From an optimization exercise on the open Yosys and OpenROAD flow, aimed at small area and a short achievable clock period; shortcuts taken in it are not production practice. Only the layout flow was run in this run; the RTL was not checked for function there. No activity file was given, so power comes from the tool's default toggle rates.

### flow/design.v
module lab4(Dout, Din, clk, reset);
output  [17:0]  Dout;
input   [7:0]   Din;
input           clk, reset;
reg [7:0] r0, r1, r2, r3, r4, r5, r6, r7, r8, r9, r10;
reg [16:0] s;
wire pas1 = r1[0] ^ r7[0];
wire pac2 = r1[0] & r7[0];
wire pas3 = r1[1] ^ r7[1] ^ pac2;
wire pac4 = (r1[1] & r7[1]) | (pac2 & (r1[1] ^ r7[1]));
wire pas5 = r1[2] ^ r7[2] ^ pac4;
wire pac6 = (r1[2] & r7[2]) | (pac4 & (r1[2] ^ r7[2]));
wire pas7 = r1[3] ^ r7[3] ^ pac6;
wire pac8 = (r1[3] & r7[3]) | (pac6 & (r1[3] ^ r7[3]));
wire pas9 = r1[4] ^ r7[4] ^ pac8;
wire pac10 = (r1[4] & r7[4]) | (pac8 & (r1[4] ^ r7[4]));
wire pas11 = r1[5] ^ r7[5] ^ pac10;
wire pac12 = (r1[5] & r7[5]) | (pac10 & (r1[5] ^ r7[5]));
wire pas13 = r1[6] ^ r7[6] ^ pac12;
wire pac14 = (r1[6] & r7[6]) | (pac12 & (r1[6] ^ r7[6]));
wire pas15 = r1[7] ^ r7[7] ^ pac14;
wire pac16 = (r1[7] & r7[7]) | (pac14 & (r1[7] ^ r7[7]));
wire n17 = ~pas1;
wire n18 = ~pas3;
wire n19 = ~pas5;
wire n20 = ~pas7;
wire n21 = ~pas9;
wire n22 = ~pas11;
wire n23 = ~pas13;
wire n24 = ~pas15;
wire n25 = ~pac16;
wire pbs26 = r2[0] ^ r6[0];
wire pbc27 = r2[0] & r6[0];
wire pbs28 = r2[1] ^ r6[1] ^ pbc27;
wire pbc29 = (r2[1] & r6[1]) | (pbc27 & (r2[1] ^ r6[1]));
wire pbs30 = r2[2] ^ r6[2] ^ pbc29;
wire pbc31 = (r2[2] & r6[2]) | (pbc29 & (r2[2] ^ r6[2]));
wire pbs32 = r2[3] ^ r6[3] ^ pbc31;
wire pbc33 = (r2[3] & r6[3]) | (pbc31 & (r2[3] ^ r6[3]));
wire pbs34 = r2[4] ^ r6[4] ^ pbc33;
wire pbc35 = (r2[4] & r6[4]) | (pbc33 & (r2[4] ^ r6[4]));
wire pbs36 = r2[5] ^ r6[5] ^ pbc35;
wire pbc37 = (r2[5] & r6[5]) | (pbc35 & (r2[5] ^ r6[5]));
wire pbs38 = r2[6] ^ r6[6] ^ pbc37;
wire pbc39 = (r2[6] & r6[6]) | (pbc37 & (r2[6] ^ r6[6]));
wire pbs40 = r2[7] ^ r6[7] ^ pbc39;
wire pbc41 = (r2[7] & r6[7]) | (pbc39 & (r2[7] ^ r6[7]));
wire pcs42 = r3[0] ^ r5[0];
wire pcc43 = r3[0] & r5[0];
wire pcs44 = r3[1] ^ r5[1] ^ pcc43;
wire pcc45 = (r3[1] & r5[1]) | (pcc43 & (r3[1] ^ r5[1]));
wire pcs46 = r3[2] ^ r5[2] ^ pcc45;
wire pcc47 = (r3[2] & r5[2]) | (pcc45 & (r3[2] ^ r5[2]));
wire pcs48 = r3[3] ^ r5[3] ^ pcc47;
wire pcc49 = (r3[3] & r5[3]) | (pcc47 & (r3[3] ^ r5[3]));
wire pcs50 = r3[4] ^ r5[4] ^ pcc49;
wire pcc51 = (r3[4] & r5[4]) | (pcc49 & (r3[4] ^ r5[4]));
wire pcs52 = r3[5] ^ r5[5] ^ pcc51;
wire pcc53 = (r3[5] & r5[5]) | (pcc51 & (r3[5] ^ r5[5]));
wire pcs54 = r3[6] ^ r5[6] ^ pcc53;
wire pcc55 = (r3[6] & r5[6]) | (pcc53 & (r3[6] ^ r5[6]));
wire pcs56 = r3[7] ^ r5[7] ^ pcc55;
wire pcc57 = (r3[7] & r5[7]) | (pcc55 & (r3[7] ^ r5[7]));
wire n58 = ~pcs42;
wire n59 = ~pcs44;
wire n60 = ~pcs46;
wire n61 = ~pcs48;
wire n62 = ~pcs50;
wire n63 = ~pcs52;
wire n64 = ~pcs54;
wire n65 = ~pcs56;
wire n66 = ~pcc57;
wire n67 = ~r10[0];
wire n68 = ~r10[1];
wire n69 = ~r10[2];
wire n70 = ~r10[3];
wire n71 = ~r10[4];
wire n72 = ~r10[5];
wire n73 = ~r10[6];
wire n74 = ~r10[7];
wire ts75 = r4[0] ^ r9[0] ^ n67;
wire tc76 = (r4[0] & r9[0]) | (n67 & (r4[0] ^ r9[0]));
wire ts77 = pcs42 ^ ts75 ^ Din[0];
wire tc78 = (pcs42 & ts75) | (Din[0] & (pcs42 ^ ts75));
wire ts79 = r4[1] ^ r9[1] ^ n68;
wire tc80 = (r4[1] & r9[1]) | (n68 & (r4[1] ^ r9[1]));
wire ts81 = n17 ^ tc76 ^ ts79;
wire tc82 = (n17 & tc76) | (ts79 & (n17 ^ tc76));
wire ts83 = pcs44 ^ ts81 ^ Din[1];
wire tc84 = (pcs44 & ts81) | (Din[1] & (pcs44 ^ ts81));
wire ts85 = tc78 ^ ts83;
wire tc86 = tc78 & ts83;
wire ts87 = r4[2] ^ r9[2] ^ n69;
wire tc88 = (r4[2] & r9[2]) | (n69 & (r4[2] ^ r9[2]));
wire ts89 = pbs26 ^ n58 ^ tc80;
wire tc90 = (pbs26 & n58) | (tc80 & (pbs26 ^ n58));
wire ts91 = ts87 ^ n18 ^ tc82;
wire tc92 = (ts87 & n18) | (tc82 & (ts87 ^ n18));
wire ts93 = ts89 ^ pcs46 ^ ts91;
wire tc94 = (ts89 & pcs46) | (ts91 & (ts89 ^ pcs46));
wire ts95 = ts93 ^ Din[2] ^ tc84;
wire tc96 = (ts93 & Din[2]) | (tc84 & (ts93 ^ Din[2]));
wire ts97 = tc86 ^ ts95;
wire tc98 = tc86 & ts95;
wire ts99 = ~(r4[0] ^ r4[3]);
wire tc100 = r4[0] | r4[3];
wire ts101 = r9[3] ^ r10[0] ^ n70;
wire tc102 = (r9[3] & r10[0]) | (n70 & (r9[3] ^ r10[0]));
wire ts103 = ts99 ^ tc88 ^ ts101;
wire tc104 = (ts99 & tc88) | (ts101 & (ts99 ^ tc88));
wire ts105 = pbs28 ^ n59 ^ tc90;
wire tc106 = (pbs28 & n59) | (tc90 & (pbs28 ^ n59));
wire ts107 = ts103 ^ n19 ^ tc92;
wire tc108 = (ts103 & n19) | (tc92 & (ts103 ^ n19));
wire ts109 = ts105 ^ pcs48 ^ ts107;
wire tc110 = (ts105 & pcs48) | (ts107 & (ts105 ^ pcs48));
wire ts111 = tc94 ^ ts109 ^ Din[3];
wire tc112 = (tc94 & ts109) | (Din[3] & (tc94 ^ ts109));
wire ts113 = ts111 ^ tc96 ^ tc98;
wire tc114 = (ts111 & tc96) | (tc98 & (ts111 ^ tc96));
wire ts115 = r4[1] ^ r4[4] ^ r9[0];
wire tc116 = (r4[1] & r4[4]) | (r9[0] & (r4[1] ^ r4[4]));
wire ts117 = r9[4] ^ r10[1] ^ n71;
wire tc118 = (r9[4] & r10[1]) | (n71 & (r9[4] ^ r10[1]));
wire ts119 = tc100 ^ pas1 ^ pbs26;
wire tc120 = (tc100 & pas1) | (pbs26 & (tc100 ^ pas1));
wire ts121 = tc102 ^ ts115 ^ ts117;
wire tc122 = (tc102 & ts115) | (ts117 & (tc102 ^ ts115));
wire ts123 = ts119 ^ tc104 ^ ts121;
wire tc124 = (ts119 & tc104) | (ts121 & (ts119 ^ tc104));
wire ts125 = pbs30 ^ n60 ^ tc106;
wire tc126 = (pbs30 & n60) | (tc106 & (pbs30 ^ n60));
wire ts127 = ts123 ^ n20 ^ ts125;
wire tc128 = (ts123 & n20) | (ts125 & (ts123 ^ n20));
wire ts129 = tc108 ^ pcs50 ^ tc110;
wire tc130 = (tc108 & pcs50) | (tc110 & (tc108 ^ pcs50));
wire ts131 = ts127 ^ Din[4] ^ Din[0];
wire tc132 = (ts127 & Din[4]) | (Din[0] & (ts127 ^ Din[4]));
wire ts133 = ts129 ^ tc112 ^ ts131;
wire tc134 = (ts129 & tc112) | (ts131 & (ts129 ^ tc112));
wire ts135 = ts133 ^ tc114;
wire tc136 = ts133 & tc114;
wire ts137 = r0[0] ^ r8[0] ^ r4[2];
wire tc138 = (r0[0] & r8[0]) | (r4[2] & (r0[0] ^ r8[0]));
wire ts139 = r4[5] ^ r9[1] ^ r9[5];
wire tc140 = (r4[5] & r9[1]) | (r9[5] & (r4[5] ^ r9[1]));
wire ts141 = r10[2] ^ n72 ^ pas1;
wire tc142 = (r10[2] & n72) | (pas1 & (r10[2] ^ n72));
wire ts143 = pbs26 ^ tc116 ^ tc118;
wire tc144 = (pbs26 & tc116) | (tc118 & (pbs26 ^ tc116));
wire ts145 = ts137 ^ ts139 ^ pas3;
wire tc146 = (ts137 & ts139) | (pas3 & (ts137 ^ ts139));
wire ts147 = pbs28 ^ tc120 ^ ts141;
wire tc148 = (pbs28 & tc120) | (ts141 & (pbs28 ^ tc120));
wire ts149 = tc122 ^ ts143 ^ ts145;
wire tc150 = (tc122 & ts143) | (ts145 & (tc122 ^ ts143));
wire ts151 = ts147 ^ tc124 ^ pbs32;
wire tc152 = (ts147 & tc124) | (pbs32 & (ts147 ^ tc124));
wire ts153 = n61 ^ ts149 ^ tc126;
wire tc154 = (n61 & ts149) | (tc126 & (n61 ^ ts149));
wire ts155 = n21 ^ ts151 ^ tc128;
wire tc156 = (n21 & ts151) | (tc128 & (n21 ^ ts151));
wire ts157 = ts153 ^ pcs52 ^ Din[5];
wire tc158 = (ts153 & pcs52) | (Din[5] & (ts153 ^ pcs52));
wire ts159 = Din[1] ^ tc130 ^ ts155;
wire tc160 = (Din[1] & tc130) | (ts155 & (Din[1] ^ tc130));
wire ts161 = tc132 ^ ts157 ^ ts159;
wire tc162 = (tc132 & ts157) | (ts159 & (tc132 ^ ts157));
wire ts163 = tc134 ^ ts161 ^ tc136;
wire tc164 = (tc134 & ts161) | (tc136 & (tc134 ^ ts161));
wire ts165 = r0[1] ^ r8[1] ^ r4[0];
wire tc166 = (r0[1] & r8[1]) | (r4[0] & (r0[1] ^ r8[1]));
wire ts167 = r4[3] ^ r4[6] ^ r9[2];
wire tc168 = (r4[3] & r4[6]) | (r9[2] & (r4[3] ^ r4[6]));
wire ts169 = r9[6] ^ r10[3] ^ n73;
wire tc170 = (r9[6] & r10[3]) | (n73 & (r9[6] ^ r10[3]));
wire ts171 = pcs42 ^ tc138 ^ tc140;
wire tc172 = (pcs42 & tc138) | (tc140 & (pcs42 ^ tc138));
wire ts173 = ts165 ^ ts167 ^ ts169;
wire tc174 = (ts165 & ts167) | (ts169 & (ts165 ^ ts167));
wire ts175 = pas3 ^ pbs28 ^ tc142;
wire tc176 = (pas3 & pbs28) | (tc142 & (pas3 ^ pbs28));
wire ts177 = tc144 ^ ts171 ^ ts173;
wire tc178 = (tc144 & ts171) | (ts173 & (tc144 ^ ts171));
wire ts179 = tc146 ^ pas5 ^ pbs30;
wire tc180 = (tc146 & pas5) | (pbs30 & (tc146 ^ pas5));
wire ts181 = tc148 ^ ts175 ^ ts177;
wire tc182 = (tc148 & ts175) | (ts177 & (tc148 ^ ts175));
wire ts183 = tc150 ^ ts179 ^ pbs34;
wire tc184 = (tc150 & ts179) | (pbs34 & (tc150 ^ ts179));
wire ts185 = tc152 ^ n62 ^ ts181;
wire tc186 = (tc152 & n62) | (ts181 & (tc152 ^ n62));
wire ts187 = tc154 ^ Din[6] ^ Din[2];
wire tc188 = (tc154 & Din[6]) | (Din[2] & (tc154 ^ Din[6]));
wire ts189 = n22 ^ ts183 ^ ts185;
wire tc190 = (n22 & ts183) | (ts185 & (n22 ^ ts183));
wire ts191 = tc156 ^ pcs54 ^ tc158;
wire tc192 = (tc156 & pcs54) | (tc158 & (tc156 ^ pcs54));
wire ts193 = ts187 ^ ts189 ^ tc160;
wire tc194 = (ts187 & ts189) | (tc160 & (ts187 ^ ts189));
wire ts195 = ts191 ^ tc162 ^ ts193;
wire tc196 = (ts191 & tc162) | (ts193 & (ts191 ^ tc162));
wire ts197 = ts195 ^ tc164;
wire tc198 = ts195 & tc164;
wire ts199 = r0[2] ^ r8[2] ^ r4[1];
wire tc200 = (r0[2] & r8[2]) | (r4[1] & (r0[2] ^ r8[2]));
wire ts201 = r4[4] ^ r4[7] ^ r9[3];
wire tc202 = (r4[4] & r4[7]) | (r9[3] & (r4[4] ^ r4[7]));
wire ts203 = r9[7] ^ r10[4] ^ n74;
wire tc204 = (r9[7] & r10[4]) | (n74 & (r9[7] ^ r10[4]));
wire ts205 = tc166 ^ tc168 ^ tc170;
wire tc206 = (tc166 & tc168) | (tc170 & (tc166 ^ tc168));
wire ts207 = ts199 ^ ts201 ^ ts203;
wire tc208 = (ts199 & ts201) | (ts203 & (ts199 ^ ts201));
wire ts209 = pcs44 ^ tc172 ^ tc174;
wire tc210 = (pcs44 & tc172) | (tc174 & (pcs44 ^ tc172));
wire ts211 = ts205 ^ ts207 ^ tc176;
wire tc212 = (ts205 & ts207) | (tc176 & (ts205 ^ ts207));
wire ts213 = pas5 ^ pbs30 ^ tc178;
wire tc214 = (pas5 & pbs30) | (tc178 & (pas5 ^ pbs30));
wire ts215 = ts209 ^ pas7 ^ pbs32;
wire tc216 = (ts209 & pas7) | (pbs32 & (ts209 ^ pas7));
wire ts217 = tc180 ^ ts211 ^ tc182;
wire tc218 = (tc180 & ts211) | (tc182 & (tc180 ^ ts211));
wire ts219 = ts213 ^ ts215 ^ tc184;
wire tc220 = (ts213 & ts215) | (tc184 & (ts213 ^ ts215));
wire ts221 = pbs36 ^ Din[7] ^ Din[3];
wire tc222 = (pbs36 & Din[7]) | (Din[3] & (pbs36 ^ Din[7]));
wire ts223 = n63 ^ tc186 ^ ts217;
wire tc224 = (n63 & tc186) | (ts217 & (n63 ^ tc186));
wire ts225 = tc188 ^ n23 ^ ts219;
wire tc226 = (tc188 & n23) | (ts219 & (tc188 ^ n23));
wire ts227 = ts221 ^ tc190 ^ ts223;
wire tc228 = (ts221 & tc190) | (ts223 & (ts221 ^ tc190));
wire ts229 = pcs56 ^ tc192 ^ ts225;
wire tc230 = (pcs56 & tc192) | (ts225 & (pcs56 ^ tc192));
wire ts231 = ts227 ^ tc194 ^ ts229;
wire tc232 = (ts227 & tc194) | (ts229 & (ts227 ^ tc194));
wire ts233 = tc196 ^ ts231 ^ tc198;
wire tc234 = (tc196 & ts231) | (tc198 & (tc196 ^ ts231));
wire ts235 = r0[3] ^ r8[3] ^ r4[2];
wire tc236 = (r0[3] & r8[3]) | (r4[2] & (r0[3] ^ r8[3]));
wire ts237 = r4[5] ^ r9[4] ^ r10[5];
wire tc238 = (r4[5] & r9[4]) | (r10[5] & (r4[5] ^ r9[4]));
wire ts239 = tc200 ^ tc202 ^ tc204;
wire tc240 = (tc200 & tc202) | (tc204 & (tc200 ^ tc202));
wire ts241 = ts235 ^ ts237 ^ tc206;
wire tc242 = (ts235 & ts237) | (tc206 & (ts235 ^ ts237));
wire ts243 = tc208 ^ ts239 ^ pcs46;
wire tc244 = (tc208 & ts239) | (pcs46 & (tc208 ^ ts239));
wire ts245 = tc210 ^ ts241 ^ pas7;
wire tc246 = (tc210 & ts241) | (pas7 & (tc210 ^ ts241));
wire ts247 = pbs32 ^ tc212 ^ ts243;
wire tc248 = (pbs32 & tc212) | (ts243 & (pbs32 ^ tc212));
wire ts249 = tc214 ^ pas9 ^ pbs34;
wire tc250 = (tc214 & pas9) | (pbs34 & (tc214 ^ pas9));
wire ts251 = tc216 ^ ts245 ^ ts247;
wire tc252 = (tc216 & ts245) | (ts247 & (tc216 ^ ts245));
wire ts253 = tc218 ^ Din[4] ^ ts249;
wire tc254 = (tc218 & Din[4]) | (ts249 & (tc218 ^ Din[4]));
wire ts255 = ts251 ^ tc220 ^ pbs38;
wire tc256 = (ts251 & tc220) | (pbs38 & (ts251 ^ tc220));
wire ts257 = tc222 ^ n64 ^ tc224;
wire tc258 = (tc222 & n64) | (tc224 & (tc222 ^ n64));
wire ts259 = ts253 ^ pcc57 ^ n24;
wire tc260 = (ts253 & pcc57) | (n24 & (ts253 ^ pcc57));
wire ts261 = tc226 ^ ts255 ^ tc228;
wire tc262 = (tc226 & ts255) | (tc228 & (tc226 ^ ts255));
wire ts263 = ts257 ^ ts259 ^ tc230;
wire tc264 = (ts257 & ts259) | (tc230 & (ts257 ^ ts259));
wire ts265 = ts261 ^ tc232 ^ ts263;
wire tc266 = (ts261 & tc232) | (ts263 & (ts261 ^ tc232));
wire ts267 = ts265 ^ tc234;
wire tc268 = ts265 & tc234;
wire ts269 = ~(r0[4] ^ r8[4]);
wire tc270 = r0[4] | r8[4];
wire ts271 = r4[3] ^ r4[6] ^ r9[5];
wire tc272 = (r4[3] & r4[6]) | (r9[5] & (r4[3] ^ r4[6]));
wire ts273 = r10[6] ^ ts269 ^ tc236;
wire tc274 = (r10[6] & ts269) | (tc236 & (r10[6] ^ ts269));
wire ts275 = tc238 ^ ts271 ^ tc240;
wire tc276 = (tc238 & ts271) | (tc240 & (tc238 ^ ts271));
wire ts277 = ts273 ^ tc242 ^ ts275;
wire tc278 = (ts273 & tc242) | (ts275 & (ts273 ^ tc242));
wire ts279 = pcs48 ^ tc244 ^ ts277;
wire tc280 = (pcs48 & tc244) | (ts277 & (pcs48 ^ tc244));
wire ts281 = pas9 ^ pbs34 ^ tc246;
wire tc282 = (pas9 & pbs34) | (tc246 & (pas9 ^ pbs34));
wire ts283 = tc248 ^ tc250 ^ ts279;
wire tc284 = (tc248 & tc250) | (ts279 & (tc248 ^ tc250));
wire ts285 = pas11 ^ pbs36 ^ Din[5];
wire tc286 = (pas11 & pbs36) | (Din[5] & (pas11 ^ pbs36));
wire ts287 = ts281 ^ tc252 ^ tc254;
wire tc288 = (ts281 & tc252) | (tc254 & (ts281 ^ tc252));
wire ts289 = ts283 ^ ts285 ^ n25;
wire tc290 = (ts283 & ts285) | (n25 & (ts283 ^ ts285));
wire ts291 = pbs40 ^ tc256 ^ n65;
wire tc292 = (pbs40 & tc256) | (n65 & (pbs40 ^ tc256));
wire ts293 = tc258 ^ ts287 ^ tc260;
wire tc294 = (tc258 & ts287) | (tc260 & (tc258 ^ ts287));
wire ts295 = ts289 ^ ts291 ^ tc262;
wire tc296 = (ts289 & ts291) | (tc262 & (ts289 ^ ts291));
wire ts297 = ts293 ^ tc264 ^ ts295;
wire tc298 = (ts293 & tc264) | (ts295 & (ts293 ^ tc264));
wire ts299 = tc266 ^ ts297 ^ tc268;
wire tc300 = (tc266 & ts297) | (tc268 & (tc266 ^ ts297));
wire ts301 = r0[5] ^ r8[5] ^ r4[4];
wire tc302 = (r0[5] & r8[5]) | (r4[4] & (r0[5] ^ r8[5]));
wire ts303 = r4[7] ^ r9[6] ^ r10[7];
wire tc304 = (r4[7] & r9[6]) | (r10[7] & (r4[7] ^ r9[6]));
wire ts305 = tc270 ^ tc272 ^ ts301;
wire tc306 = (tc270 & tc272) | (ts301 & (tc270 ^ tc272));
wire ts307 = ts303 ^ tc274 ^ ts305;
wire tc308 = (ts303 & tc274) | (ts305 & (ts303 ^ tc274));
wire ts309 = tc276 ^ ts307 ^ tc278;
wire tc310 = (tc276 & ts307) | (tc278 & (tc276 ^ ts307));
wire ts311 = pcs50 ^ tc280 ^ ts309;
wire tc312 = (pcs50 & tc280) | (ts309 & (pcs50 ^ tc280));
wire ts313 = tc282 ^ pas11 ^ pbs36;
wire tc314 = (tc282 & pas11) | (pbs36 & (tc282 ^ pas11));
wire ts315 = Din[6] ^ tc284 ^ pas13;
wire tc316 = (Din[6] & tc284) | (pas13 & (Din[6] ^ tc284));
wire ts317 = pbs38 ^ tc286 ^ ts311;
wire tc318 = (pbs38 & tc286) | (ts311 & (pbs38 ^ tc286));
wire ts319 = ts313 ^ pbc41 ^ n66;
wire tc320 = (ts313 & pbc41) | (n66 & (ts313 ^ pbc41));
wire ts321 = tc288 ^ ts315 ^ ts317;
wire tc322 = (tc288 & ts315) | (ts317 & (tc288 ^ ts315));
wire ts323 = tc290 ^ tc292 ^ ts319;
wire tc324 = (tc290 & tc292) | (ts319 & (tc290 ^ tc292));
wire ts325 = ts321 ^ tc294 ^ ts323;
wire tc326 = (ts321 & tc294) | (ts323 & (ts321 ^ tc294));
wire ts327 = tc296 ^ ts325 ^ tc298;
wire tc328 = (tc296 & ts325) | (tc298 & (tc296 ^ ts325));
wire ts329 = ts327 ^ tc300;
wire tc330 = ts327 & tc300;
wire ts331 = r0[6] ^ r8[6] ^ r4[5];
wire tc332 = (r0[6] & r8[6]) | (r4[5] & (r0[6] ^ r8[6]));
wire ts333 = r9[7] ^ tc302 ^ tc304;
wire tc334 = (r9[7] & tc302) | (tc304 & (r9[7] ^ tc302));
wire ts335 = ts331 ^ tc306 ^ ts333;
wire tc336 = (ts331 & tc306) | (ts333 & (ts331 ^ tc306));
wire ts337 = tc308 ^ ts335 ^ tc310;
wire tc338 = (tc308 & ts335) | (tc310 & (tc308 ^ ts335));
wire ts339 = pcs52 ^ Din[7] ^ tc312;
wire tc340 = (pcs52 & Din[7]) | (tc312 & (pcs52 ^ Din[7]));
wire ts341 = ts337 ^ pas13 ^ pbs38;
wire tc342 = (ts337 & pas13) | (pbs38 & (ts337 ^ pas13));
wire ts343 = tc314 ^ pas15 ^ pbs40;
wire tc344 = (tc314 & pas15) | (pbs40 & (tc314 ^ pas15));
wire ts345 = tc316 ^ tc318 ^ ts339;
wire tc346 = (tc316 & tc318) | (ts339 & (tc316 ^ tc318));
wire ts347 = ts341 ^ tc320 ^ ts343;
wire tc348 = (ts341 & tc320) | (ts343 & (ts341 ^ tc320));
wire ts349 = ts345 ^ tc322 ^ tc324;
wire tc350 = (ts345 & tc322) | (tc324 & (ts345 ^ tc322));
wire ts351 = ts347 ^ tc326 ^ ts349;
wire tc352 = (ts347 & tc326) | (ts349 & (ts347 ^ tc326));
wire ts353 = ts351 ^ tc328 ^ tc330;
wire tc354 = (ts351 & tc328) | (tc330 & (ts351 ^ tc328));
wire ts355 = ~(r0[7] ^ r8[7]);
wire tc356 = r0[7] | r8[7];
wire ts357 = r4[6] ^ ts355 ^ tc332;
wire tc358 = (r4[6] & ts355) | (tc332 & (r4[6] ^ ts355));
wire ts359 = tc334 ^ ts357 ^ tc336;
wire tc360 = (tc334 & ts357) | (tc336 & (tc334 ^ ts357));
wire ts361 = ts359 ^ tc338 ^ pcs54;
wire tc362 = (ts359 & tc338) | (pcs54 & (ts359 ^ tc338));
wire ts363 = pac16 ^ pbc41 ^ tc340;
wire tc364 = (pac16 & pbc41) | (tc340 & (pac16 ^ pbc41));
wire ts365 = pas15 ^ pbs40 ^ tc342;
wire tc366 = (pas15 & pbs40) | (tc342 & (pas15 ^ pbs40));
wire ts367 = ts361 ^ ts363 ^ tc344;
wire tc368 = (ts361 & ts363) | (tc344 & (ts361 ^ ts363));
wire ts369 = tc346 ^ ts365 ^ tc348;
wire tc370 = (tc346 & ts365) | (tc348 & (tc346 ^ ts365));
wire ts371 = ts367 ^ tc350 ^ ts369;
wire tc372 = (ts367 & tc350) | (ts369 & (ts367 ^ tc350));
wire ts373 = tc352 ^ ts371 ^ tc354;
wire tc374 = (tc352 & ts371) | (tc354 & (tc352 ^ ts371));
wire ts375 = ~(r4[7] ^ tc356);
wire tc376 = r4[7] | tc356;
wire ts377 = ts375 ^ tc358 ^ tc360;
wire tc378 = (ts375 & tc358) | (tc360 & (ts375 ^ tc358));
wire ts379 = ts377 ^ pac16 ^ pbc41;
wire tc380 = (ts377 & pac16) | (pbc41 & (ts377 ^ pac16));
wire ts381 = pcs56 ^ tc362 ^ tc364;
wire tc382 = (pcs56 & tc362) | (tc364 & (pcs56 ^ tc362));
wire ts383 = ts379 ^ tc366 ^ tc368;
wire tc384 = (ts379 & tc366) | (tc368 & (ts379 ^ tc366));
wire ts385 = ts381 ^ tc370 ^ ts383;
wire tc386 = (ts381 & tc370) | (ts383 & (ts381 ^ tc370));
wire ts387 = tc372 ^ ts385 ^ tc374;
wire tc388 = (tc372 & ts385) | (tc374 & (tc372 ^ ts385));
wire ts389 = ~(tc376 ^ tc378);
wire tc390 = tc376 | tc378;
wire ts391 = ts389 ^ pcc57 ^ tc380;
wire tc392 = (ts389 & pcc57) | (tc380 & (ts389 ^ pcc57));
wire ts393 = tc382 ^ ts391 ^ tc384;
wire tc394 = (tc382 & ts391) | (tc384 & (tc382 ^ ts391));
wire ts395 = tc386 ^ ts393 ^ tc388;
wire tc396 = (tc386 & ts393) | (tc388 & (tc386 ^ ts393));
wire ts397 = ~(tc390 ^ tc392);
wire tc398 = tc390 | tc392;
wire ts399 = ts397 ^ tc394 ^ tc396;
wire tc400 = (ts397 & tc394) | (tc396 & (ts397 ^ tc394));
wire ts401 = ~(tc398 ^ tc400);
wire tc402 = tc398 | tc400;
wire [16:0] s_next = {ts401, ts399, ts395, ts387, ts373, ts353, ts329, ts299, ts267, ts233, ts197, ts163, ts135, ts113, ts97, ts85, ts77};
always @(posedge clk) begin
    if (!reset) begin
        r0 <= 0; r1 <= 0; r2 <= 0; r3 <= 0; r4 <= 0; r5 <= 0;
        r6 <= 0; r7 <= 0; r8 <= 0; r9 <= 0; r10 <= 0;
        s  <= 17'd130817;
    end else begin
        r0 <= Din; r1 <= r0; r2 <= r1; r3 <= r2; r4 <= r3; r5 <= r4;
        r6 <= r5; r7 <= r6; r8 <= r7; r9 <= r8; r10 <= r9;
        s  <= s_next;
    end
end
wire n403 = ~Din[0];
wire n404 = ~Din[1];
wire n405 = ~Din[2];
wire n406 = ~Din[3];
wire n407 = ~Din[4];
wire n408 = ~Din[5];
wire n409 = ~Din[6];
wire n410 = ~Din[7];
wire os411 = s[3] ^ Din[0] ^ n406;
wire oc412 = (s[3] & Din[0]) | (n406 & (s[3] ^ Din[0]));
wire os413 = s[4] ^ Din[1] ^ n407;
wire oc414 = (s[4] & Din[1]) | (n407 & (s[4] ^ Din[1]));
wire os415 = s[5] ^ Din[2] ^ n408;
wire oc416 = (s[5] & Din[2]) | (n408 & (s[5] ^ Din[2]));
wire os417 = s[6] ^ Din[3] ^ n409;
wire oc418 = (s[6] & Din[3]) | (n409 & (s[6] ^ Din[3]));
wire os419 = s[7] ^ Din[4] ^ n410;
wire oc420 = (s[7] & Din[4]) | (n410 & (s[7] ^ Din[4]));
wire os421 = s[8] ^ Din[5] ^ oc420;
wire oc422 = (s[8] & Din[5]) | (oc420 & (s[8] ^ Din[5]));
wire os423 = s[9] ^ Din[6] ^ oc422;
wire oc424 = (s[9] & Din[6]) | (oc422 & (s[9] ^ Din[6]));
wire os425 = s[10] ^ Din[7] ^ oc424;
wire oc426 = (s[10] & Din[7]) | (oc424 & (s[10] ^ Din[7]));
wire [11:0] lo = {oc426, os425, os423, os421, oc418, oc416, oc414, oc412, os411, s[2], s[1], s[0]} + {1'b0, 1'b0, 1'b0, 1'b0, os419, os417, os415, os413, 1'b0, n405, n404, n403};
wire [5:0] hi0 = s[16:11];
wire [5:0] hi1 = s[16:11] + 6'd1;
assign Dout = {1'b0, lo[11] ? hi1 : hi0, lo[10:0]};
endmodule
### flow/config.mk
export PLATFORM = sky130hd
export DESIGN_NAME = lab4
export DESIGN_NICKNAME = lab4
export VERILOG_FILES = /design/flow/design.v
export SDC_FILE = /design/flow/constraint.sdc
export NUM_CORES = 4
export LEC_CHECK = 0
export CAP_MARGIN = 20
export CORE_MARGIN = 2
export CORE_UTILIZATION = 40
export SLEW_MARGIN = 20
### flow/constraint.sdc
create_clock -name core_clock -period 13.0 [get_ports {clk}]
set_input_delay 2.6000 -clock core_clock [delete_from_list [all_inputs] [get_ports {clk}]]
set_output_delay 2.6000 -clock core_clock [all_outputs]
set_load 0.01 [all_outputs]
### flow/run.sh
#!/bin/bash
# synth_recipe.tcl (not shown) runs the flow's synth.tcl, then flattens the netlist and writes it again
# the make line also repeats each setting of config.mk as NAME=value (left out here)
make -C /OpenROAD-flow-scripts/flow DESIGN_CONFIG=/design/flow/config.mk WORK_HOME=/design/flow/orfs CLKGATE_MAP_FILE= SYNTH_SCRIPT=/design/flow/synth_recipe.tcl finish
==> run summary <==
# TYPE chip_impl_metric gauge
chip_impl_metric{name="tightestPinTransition",unit="ps"} 861
chip_impl_metric{name="power.sequential.fraction",unit="%"} 27.5
chip_impl_metric{name="timing.critical_path.fanout_max",unit=""} 6
chip_impl_metric{name="route.final.wire_length",unit="µm"} 14500
chip_impl_metric{name="ioPinCount",unit=""} 28
chip_impl_metric{name="floorplan.initialDensity",unit="%"} 40.4
chip_impl_metric{name="antenna_fix_cells",unit=""} 0
chip_impl_metric{name="synth_area_per_cell",unit="µm²"} 10.9
chip_impl_info{name="most-common-layout-cells",value="inv_1, fa_1, dfxtp_1"} 1
chip_impl_metric{name="grt_remaining_overflow",unit=""} 0
chip_impl_metric{name="chip_width",unit="µm"} 146
chip_impl_metric{name="hold-worst-slack",unit="ps"} 452
chip_impl_metric{name="slew-limit-headroom",unit="%"} 42.6
chip_impl_metric{name="synthToLayoutAreaGrowth",unit="%"} 10.3
chip_impl_info{name="path_cells",value="clkdlybuf4s50_1 > fa_1 > inv_1 > fa_1 > fa_1 > fa_1 > and4b_1 > nand2_1 > o21ai_1 > nor3_2 > mux2_1 > clkdlybuf4s50_1"} 1
chip_impl_metric{name="vias_per_cell",unit=""} 4.29
chip_impl_metric{name="place_area",unit="mm²"} 0.00864
chip_impl_metric{name="vias",unit=""} 4471
chip_impl_metric{name="grt_pass1_wl",unit="µm"} 24000
chip_impl_metric{name="global_route.usage.met1",unit="%"} 20.0
chip_impl_metric{name="tritoncts.num_buffers",unit=""} 9
chip_impl_metric{name="synth.cell_area",unit="mm²"} 0.00810
chip_impl_metric{name="switching_share",unit="%"} 35.9
chip_impl_metric{name="finClkSkew",unit="ps"} 6.78
chip_impl_info{name="cts.root.buffer_cell",value="clkbuf_16"} 1
chip_impl_info{name="worst_path_dominant_cell_family",value="adder cells"} 1
chip_impl_metric{name="post_synth_inst_count",unit=""} 742
chip_impl_metric{name="cell_internal_pwr",unit="mW"} 0.855
chip_impl_info{name="synth_top_cell_by_area",value="fa_1"} 1
chip_impl_metric{name="cp_num_buf_inv",unit=""} 3
chip_impl_metric{name="dpl_worst_slack",unit="ps"} 3810
chip_impl_metric{name="drt_pass1_iterations",unit=""} 5
chip_impl_metric{name="post_cts.repair.setup_buffers",unit=""} 0
chip_impl_metric{name="detail_route.wl_per_cell",unit="µm"} 13.9
chip_impl_metric{name="fmaxAchievable",unit="MHz"} 109
chip_impl_metric{name="grt.met2_usage",unit="%"} 24.4
chip_impl_metric{name="timing.max_cap.violations",unit=""} 0
chip_impl_metric{name="post-route-worst-setup-slack",unit="ps"} 3800
chip_impl_metric{name="post_dp_hpwl",unit="µm"} 12000
chip_impl_metric{name="first_iter_violations",unit=""} 159
chip_impl_metric{name="total_power",unit="mW"} 1.33
chip_impl_metric{name="post_route_cells_drive_above_1_share",unit="%"} 2.72
chip_impl_info{name="global_route.peak_usage_layer",value="met2"} 1
chip_impl_metric{name="cts_resized",unit=""} 0
chip_impl_info{name="most_common_cell_after_layout_fill_and_taps_aside",value="inv_1"} 1
chip_impl_info{name="postSynth.topFlopCell",value="dfxtp_1"} 1
chip_impl_metric{name="synth-seq-area-share",unit="%"} 25.9
chip_impl_info{name="synth_area_leaders",value="fa_1, dfxtp_1, inv_1, and2_1, ha_1"} 1
chip_impl_metric{name="final_design_area_no_fill",unit="mm²"} 0.00893
chip_impl_metric{name="htree_num_levels",unit=""} 3
chip_impl_info{name="min-delay-path-class",value="reg -> reg"} 1
chip_impl_metric{name="period_minus_slack",unit="ps"} 9200
chip_impl_metric{name="synth-warning-count",unit=""} 1
chip_impl_metric{name="drt_drc_violations_left",unit=""} 0
chip_impl_metric{name="path_clk_slew",unit="ps"} 60
chip_impl_metric{name="ctsHoldBuffers",unit=""} 0
chip_impl_metric{name="required",unit="ps"} 10400
chip_impl_metric{name="synth-edff-count",unit=""} 0
chip_impl_metric{name="final_hold_viol_count",unit=""} 0
chip_impl_metric{name="final.period_utilization",unit="%"} 70.8
chip_impl_metric{name="power_switching",unit="mW"} 0.478
chip_impl_metric{name="worst_ir_drop_vdd",unit="µV"} 93.4
chip_impl_metric{name="synth_seq_cells",unit=""} 105
chip_impl_metric{name="synth_fp_nets",unit=""} 956
chip_impl_metric{name="clock_latency",unit="ps"} 360
chip_impl_metric{name="comb_power_share",unit="%"} 52.2
chip_impl_metric{name="critical_path.max_stage_delay",unit="ps"} 720
chip_impl_metric{name="synth_async_sr_flop_share",unit="%"} 0
chip_impl_info{name="endpoint_kind",value="output pin"} 1
chip_impl_info{name="worst_path_most_repeated_cell",value="fa_1"} 1
chip_impl_metric{name="met3_usage",unit="%"} 3.13
chip_impl_metric{name="p_per_area",unit="mW/mm²"} 149
chip_impl_info{name="worst_path_max_delay_cell",value="clkdlybuf4s50_1"} 1
chip_impl_metric{name="share_clk_of_total_power",unit="%"} 20.3
chip_impl_metric{name="setup_viol",unit=""} 0
chip_impl_metric{name="cts-root-to-sink-buffers",unit=""} 2
chip_impl_metric{name="pin_count_of_the_biggest_net_entering_global_routing",unit=""} 106
chip_impl_metric{name="drv_slew",unit=""} 0
chip_impl_metric{name="antenna_found_initial",unit=""} 0
chip_impl_info{name="critPathKind",value="in -> out"} 1
chip_impl_metric{name="clock_sink_count",unit=""} 105
chip_impl_metric{name="num-nets-final",unit=""} 980
chip_impl_info{name="tritoncts_clock_tree",value="built"} 1
chip_impl_info{name="grt_setup_unrepaired",value="false"} 1
chip_impl_metric{name="rows",unit=""} 52
chip_impl_metric{name="full_die_area",unit="mm²"} 0.0214
chip_impl_metric{name="gp_congestion",unit=""} 0.839
chip_impl_metric{name="arrival",unit="ps"} 6600
chip_impl_metric{name="post_synthesis_cell_type_count",unit=""} 36
chip_impl_metric{name="gr-usage-all-layers",unit="%"} 14.8
chip_impl_metric{name="synthDominantCellAreaShare",unit="%"} 44.7
chip_impl_metric{name="via_count_of_the_first_global_routing_pass",unit=""} 4675
chip_impl_metric{name="port_buffers",unit=""} 26
chip_impl_info{name="outcome",value="no timing/DRC/antenna violations"} 1
chip_impl_metric{name="cellLeakagePower",unit="nW"} 4.14
chip_impl_metric{name="dieHeight",unit="µm"} 146
chip_impl_info{name="cp-start-kind",value="primary input"} 1
chip_impl_metric{name="postRouteAntennaNets",unit=""} 0
chip_impl_metric{name="placeable_core_region",unit="mm²"} 0.0200
chip_impl_metric{name="setup_tns",unit="ps"} 0
==> metal layers <==
metal  share of wire, %  vias up  wire, µm
li1                   -     2101         -
met1                 44     2290      6360
met2                 50       67      7300
met3                4.4       13       634
met4                1.2        0       179
met5                  0        -         0
==> cell families after synthesis <==
logic type | Yosys count | share of synthesized area (%)
mux | 1 | 0.139
flops | 105 | 26.0
buf+inv | 267 | 12.4
other cells | 1 | 0.0463
fa+ha+maj | 204 | 48.3
simple gates | 129 | 9.95
compound gates | 21 | 1.70
xor+xnor | 14 | 1.51
==> through the flow <==
stage | utilization [%] | std cells
2_1_floorplan | - | 742
3_3_place_gp | 43.1 | 1025
3_5_place_dp | 43.1 | 1025
4_1_cts | 44.6 | 1041
5_1_grt | 44.6 | 1041
6_report | 44.6 | 1041
==> worst paths after layout <==
check | startpoint | end | slack (ps) | cells after the start
max reg2reg | r4[6]$_SDFF_PN0_ | s[15]$_SDFF_PN1_ | 5100 | 28
min reg2reg | r3[4]$_SDFF_PN0_ | r4[4]$_SDFF_PN0_ | 450 | 1
max | Din[7] | Dout[12] | 3800 | 12
min | r3[4]$_SDFF_PN0_ | r4[4]$_SDFF_PN0_ | 450 | 1
==> synthesized netlist by cell type, drive strengths merged, types with 2 or more instances <==
| library cell | count |
|---|---|
| o31ai | 3 |
| and2 | 96 |
| inv | 254 |
| o21ai | 5 |
| a31oi | 2 |
| a21oi | 4 |
| fa | 181 |
| ha | 23 |
| and3 | 2 |
| dfxtp | 105 |
| clkbuf | 12 |
| xnor2 | 9 |
| nand2 | 12 |
| xor2 | 5 |
| a21o | 4 |
| nand4 | 3 |
| nand2b | 6 |
| nand3 | 2 |
==> final cells by class <==
class / count / area (µm²)
Sequential cell: 105 / 2100
Tap cell: 270 / 338
Fill cell: 1953 / 11100
Inverter: 254 / 953
Multi-Input combinational cell: 370 / 4990
Timing Repair Buffer: 26 / 258
Clock inverter: 4 / 51.3
Clock buffer: 12 / 236
==> sequential cells by signal (all words and copies together) (netlist names) <==
register	cells
r7	8
r10	8
r1	8
r5	8
r9	8
r4	8
r3	8
r8	8
s	17
r0	8
r2	8
r6	8
==> worst register-to-register path: cells and delay by family (launching register included) <==
kind,cells,cell delay (ps)
DFF,1,550
adders and majority gates,18,6740
buffers and inverters,9,480
and+or+nand+nor,1,60
==> power by group through the flow <==
stage	Sequential, mW	Combinational (mW)	Clock, mW
after CTS	0.366	0.716	0.278
final	0.366	0.696	0.270
after detailed placement	0.374	0.708	0
after global placement	0.374	0.698	0
after global routing	0.369	0.823	0.291
after floorplan	0.368	0.497	0

==> separate check: timing with driven ports <==
The flow's constraints put no driver on any port. The routed layout listed below was extracted and timed again, unchanged, in two steps.
Step 1: set_driving_cell puts a clkbuf_16 on clk and a buf_2 on each other input, an assumption about the parent block.
Step 2 moves the port delays by t, midway between the first and last clock arrival at a register: inputs arrive t later, outputs are due t later. That takes back most of the time a late clock gives input paths.
Slacks: no drivers / after step 1 / after step 2; pairs: no drivers / after step 1.
t (ns): 0.398
setup WS [ns]: 3.799 / 3.776 / 3.776
hold slack, ns: 0.452 / 0.452 / 0.452
slew at the worst register clock pin (ns): 0.07 / 0.07
worst data-port slew with drivers (ns): 0.03
After both steps this run still meets setup and hold. For this run, drivers alone change the setup slack by -0.023 ns; drivers and shift together by -0.023 ns.
